This is an optimization exercise on Yosys and OpenROAD, whose aim is small area, not a production implementation. Function was checked by simulation only, so behaviour that the tests miss may differ from the original. The flow treats the clock pin as an ideal source. Dropping or thinning the clock tree relies on that and would not hold on a real chip. Power is estimated from default activity; no workload was simulated.

==> inputs of job 4623 <==
## matrix2
module matrix2 (clk,reset,segout,scanout);
input clk,reset;
output [7:0] segout;
output [2:0] scanout;
reg [2:0] a;
reg [2:0] s;
reg [6:0] u;
reg p;
reg [2:0] k;
reg [3:0] t;
wire [2:0] an, sn, kn2;
wire [6:0] un;
wire pn;
wire [3:0] tn2;
  wire c45, c46, c47, c49, c50, c51, c53, c54, c55, c56, c57, c58, c59, c60, c61, c62, c63, c65, c66, c67, c69, c70, c71, c73, c74, c75, c77, c78, c79, c81, c82, c83, c85, c86, c87, c89, c90, c91, c93, c94, c95, c97, c99, c100, c101, c103, c104, c105, c106, c107, c108, c109, c110, c112, c113, c114, c115, c119, c120, c121, c122, c123, c124, c125, c126, c128, c116, c129, c130, c132, c133, c135, c136, c137, c139, c140, c142, c143, c144, c149;
  assign an[0] = reset & ~a[0];
  assign c45 = ~a[0] & ~a[1];
  assign c46 = a[0] & a[1];
  assign c47 = reset & ~c46;
  assign an[1] = ~c45 & c47;
  assign c49 = ~a[2] & ~c46;
  assign c50 = a[2] & c46;
  assign c51 = reset & ~c50;
  assign an[2] = ~c49 & c51;
  assign c53 = u[1] & u[2];
  assign c54 = u[6] & c53;
  assign c55 = u[3] & u[4];
  assign c56 = s[1] & u[0];
  assign c57 = c55 & c56;
  assign c58 = c54 & c57;
  assign c59 = c50 & c58;
  assign c60 = reset & ~c59;
  assign c61 = s[0] & c50;
  assign c62 = ~s[0] & ~c50;
  assign c63 = ~c61 & ~c62;
  assign sn[0] = c60 & c63;
  assign c65 = s[1] & c61;
  assign c66 = ~s[1] & ~c61;
  assign c67 = ~c65 & ~c66;
  assign sn[1] = c60 & c67;
  assign c69 = ~s[2] & ~c65;
  assign c70 = s[2] & c65;
  assign c71 = c60 & ~c70;
  assign sn[2] = ~c69 & c71;
  assign c73 = ~u[0] & ~c70;
  assign c74 = u[0] & c70;
  assign c75 = c60 & ~c74;
  assign un[0] = ~c73 & c75;
  assign c77 = ~u[1] & ~c74;
  assign c78 = u[1] & c74;
  assign c79 = c60 & ~c78;
  assign un[1] = ~c77 & c79;
  assign c81 = u[2] & c78;
  assign c82 = ~u[2] & ~c78;
  assign c83 = c60 & ~c82;
  ...
==> flow/config.mk <==
export PLATFORM = sky130hd
export DESIGN_NAME = matrix2
export DESIGN_NICKNAME = matrix2
export VERILOG_FILES = /design/flow/design.v
export SDC_FILE = /design/flow/constraint.sdc
export NUM_CORES = 4
export LEC_CHECK = 0
export ABC_AREA = 1
export CAP_MARGIN = 20
export CORE_MARGIN = 2
export CORE_UTILIZATION = 40
export CTS_BUF_LIST = sky130_fd_sc_hd__clkbuf_4
export CTS_CLUSTER_DIAMETER = 100
export CTS_CLUSTER_SIZE = 10
export SLEW_MARGIN = 20
==> flow/constraint.sdc <==
create_clock -name core_clock -period 10.0 [get_ports {clk}]
set_input_delay 2.0000 -clock core_clock [delete_from_list [all_inputs] [get_ports {clk}]]
set_output_delay 2.0000 -clock core_clock [all_outputs]
set_load 0.01 [all_outputs]
standard.sh (not shown) runs the stock make flow with config.mk's settings and CLKGATE_MAP_FILE= SYNTH_SCRIPT=/design/flow/synth_recipe.tcl, a recipe that flattens the netlist after the stock synthesis.
==> flow/flow/run.sh <==
#!/bin/bash
# Standard ORFS layout (standard.sh), with four changes to how it is made:
#  - synthesis maps logic with an area-oriented ABC script (flow/abc_area.script,
#    used through ABC_AREA=1 from a copy of the ORFS scripts folder);
#  - no half/full-adder cells are extracted before ABC (ADDER_MAP_FILE empty);
#  - port buffers use the smallest buffer, sky130_fd_sc_hd__buf_1;
#  - the clock tree is two clkbuf_4, each at the centre of half the registers,
#    driven from the clock port (flow/cts_one_buffer.tcl).
# Registers, their names and cell types are those of the standard synthesis.
set -euo pipefail
W=$(pwd)
rm -rf "$W/scripts_own"
mkdir -p "$W/scripts_own"
cp -r "$FLOW_HOME/scripts/." "$W/scripts_own/"
cp "$W/flow/abc_area.script" "$W/scripts_own/abc_area.script"
export SCRIPTS_DIR="$W/scripts_own"
export ADDER_MAP_FILE=
# one clock buffer instead of TritonCTS (flow/cts_one_buffer.tcl)
sed -i 's|^log_cmd clock_tree_synthesis {\*}\$cts_args|source $::env(ONE_CLOCK_TCL)|' "$W/scripts_own/cts.tcl"
grep -q ONE_CLOCK_TCL "$W/scripts_own/cts.tcl"
export ONE_CLOCK_TCL="$W/flow/cts_one_buffer.tcl"
export ONE_CLOCK_BUFFER=sky130_fd_sc_hd__clkbuf_4
export ONE_CLOCK_GROUPS=2
export CTS_ARGS="-sink_clustering_enable -sink_clustering_size 30 -sink_clustering_max_diameter 500 -buf_list sky130_fd_sc_hd__clkbuf_4 -root_buf sky130_fd_sc_hd__clkbuf_4 -dont_use_dummy_load -repair_clock_nets"
export BUFFER_PORTS_ARGS="-buffer_cell sky130_fd_sc_hd__buf_1"
bash "$W/standard.sh" > "$W/standard_flow.log" 2>&1
==> flow/flow/abc_area.script <==
strash
dch -f
amap -m
topo
stime -c
Other scripts of this flow, unchanged in this note and not shown: flow/flow/cts_one_buffer.tcl
==> inputs of job 2215, as changes to job 4623 <==
--- a/flow/design.v
+++ b/flow/design.v
@@ -121,11 +121,11 @@
   p <= pn;
   k <= kn2;
   t <= tn2;
 end
 wire [7:0] seg;
-  wire r20, r62, r30, r31, r32, r33, r34, r35, r36, r37, r38, r39, r40, r41, r42, r43, r44, r45, r46, r47, r48, r49, r50, r51, r52, r53, r54, r55, r56, r57, r58, r59, r64, r66, r67, r68, r69, r70, r71, r72, r73, r74, r75, r76, r77, r78, r79, r80, r81, r82, r83, r84, r85, r86, r87, r88, r89, r90, r93, r94, r95, r96, r19, r97, r98, r100, r101, r102, r103, r104, r105, r106, r107, r108, r109, r110, r111, r112, r113, r114, r116, r117, r118, r119, r120, r121, r122, r123, r124, r125, r127, r128, r129, r131, r132, r133, r134, r135, r136, r137, r138, r139, r140, r141, r21, r142, r143, r144, r146, r147, r149, r150, r151, r152, r153, r154, r155, r156, r157, r158, r159, r160, r161, r162, r164, r165, r166, r167, r168, r169, r170, r171, r172, r173, r174, r175, r176, r177, r178, r180, r181, r183, r184, r185, r187, dc507;
+  wire r20, r62, r30, r31, r32, r33, r34, r35, r36, r37, r38, r39, r40, r41, r42, r43, r44, r45, r46, r47, r48, r49, r50, r51, r52, r53, r54, r55, r56, r57, r58, r59, r64, r66, r67, r68, r69, r70, r71, r72, r73, r74, r75, r76, r77, r78, r79, r80, r81, r82, r83, r84, r85, r86, r87, r88, r89, r90, r93, r94, r95, r96, r19, r97, r98, r100, r101, r102, r103, r104, r105, r106, r107, r108, r109, r110, r111, r112, r113, r114, r116, r117, r118, r119, r120, r121, r122, r123, r124, r125, r127, r128, r129, r131, r132, r133, r134, r135, r136, r137, r138, r139, r140, r141, r21, r142, r143, r144, r146, r147, r149, r150, r151, r152, r153, r154, r155, r156, r157, r158, r159, r160, r161, r162, r164, r165, r166, r167, r168, r169, r170, r171, r172, r173, r174, r175, r176, r177, r178, r180, r181, r183, r184, r185, r187, r188, r189;
   assign r20 = k[1] & k[0];
   assign r62 = k[2] & r20;
   assign r30 = ~s[1] & ~s[0];
   assign r31 = ~t[1] & s[1];
   assign r32 = t[1] & ~s[1];
@@ -274,10 +274,11 @@
   assign r183 = ~r180 & ~r181;
   assign r184 = ~r151 & r167;
   assign r185 = r54 & r184;
   assign seg[1] = ~r183 & ~r185;
   assign r187 = r79 & r151;
-  assign dc507 = ~r127 & ~r149;
-  assign seg[0] = ~r187 & ~dc507;
+  assign r188 = r69 & ~r151;
+  assign r189 = r125 & ~r188;
+  assign seg[0] = ~r187 & r189;
 assign scanout = s;
 assign segout = seg;
 endmodule
==> flow/flow/abc_area.script (replaced) <==
strash
dc2
dch -f
amap
topo
stime -c
==> comparison <==
Against job 2215, the worst hold slack of job 4623 is lower by 0.0057 ns.
In job 2215 the sequential share of layout area is lower than in job 4623, by 0.13 points.
Clock power is about the same in job 4623 and job 2215.
Between job 2215 and job 4623, the lower register-to-register slack is in job 2215 (gap 0.04 ns).
Between job 4623 and job 2215, the lower fmax is in job 4623 (gap about 2.2%, measured against job 2215).
In job 2215 the global-route usage is higher than in job 4623, by 1.3 points.
Against job 4623, the critical path depth of job 2215 is lower by 1.
In job 2215 the via count is larger than in job 4623, by 2.0%.
Between job 2215 and job 4623, the lower area after synthesis is in job 4623 (gap about 0.5%, measured against job 4623).
Of job 4623 and job 2215, job 2215 has the higher wire length (gap 8.3%, measured against job 2215).
In every run of this note, the design's own scripts or RTL, not TritonCTS, make the clock network.

re-timing with driven ports:
The flow's constraints put no driver on any port. The routed layouts listed below were extracted and timed again, unchanged, in two steps.
Step 1 assumes that a clkbuf_16 drives the clock port and a buf_2 every other input.
Step 2 adds t to the input delays and takes it off the output delays; t is the mean of the earliest and latest rising clock arrival at the registers after step 1. Input paths then give back, and output paths get back, about the clock's delay inside the block.
a / b / c = ideal / step 1 / step 2; a / b = the first two.
run | t, ns | setup WS [ns] | worst hold slack (ns) | worst setup path after step 2 | pins driven straight from the clock port
job 4623 | 0.184 | 4.583 / 4.556 / 4.741 | 0.433 / 0.433 / 0.433 | register to output | 2
job 2215 | 0.185 | 4.700 / 4.673 / 4.858 | 0.439 / 0.439 / 0.439 | register to output | 2
After both steps setup and hold are still met in every run listed.
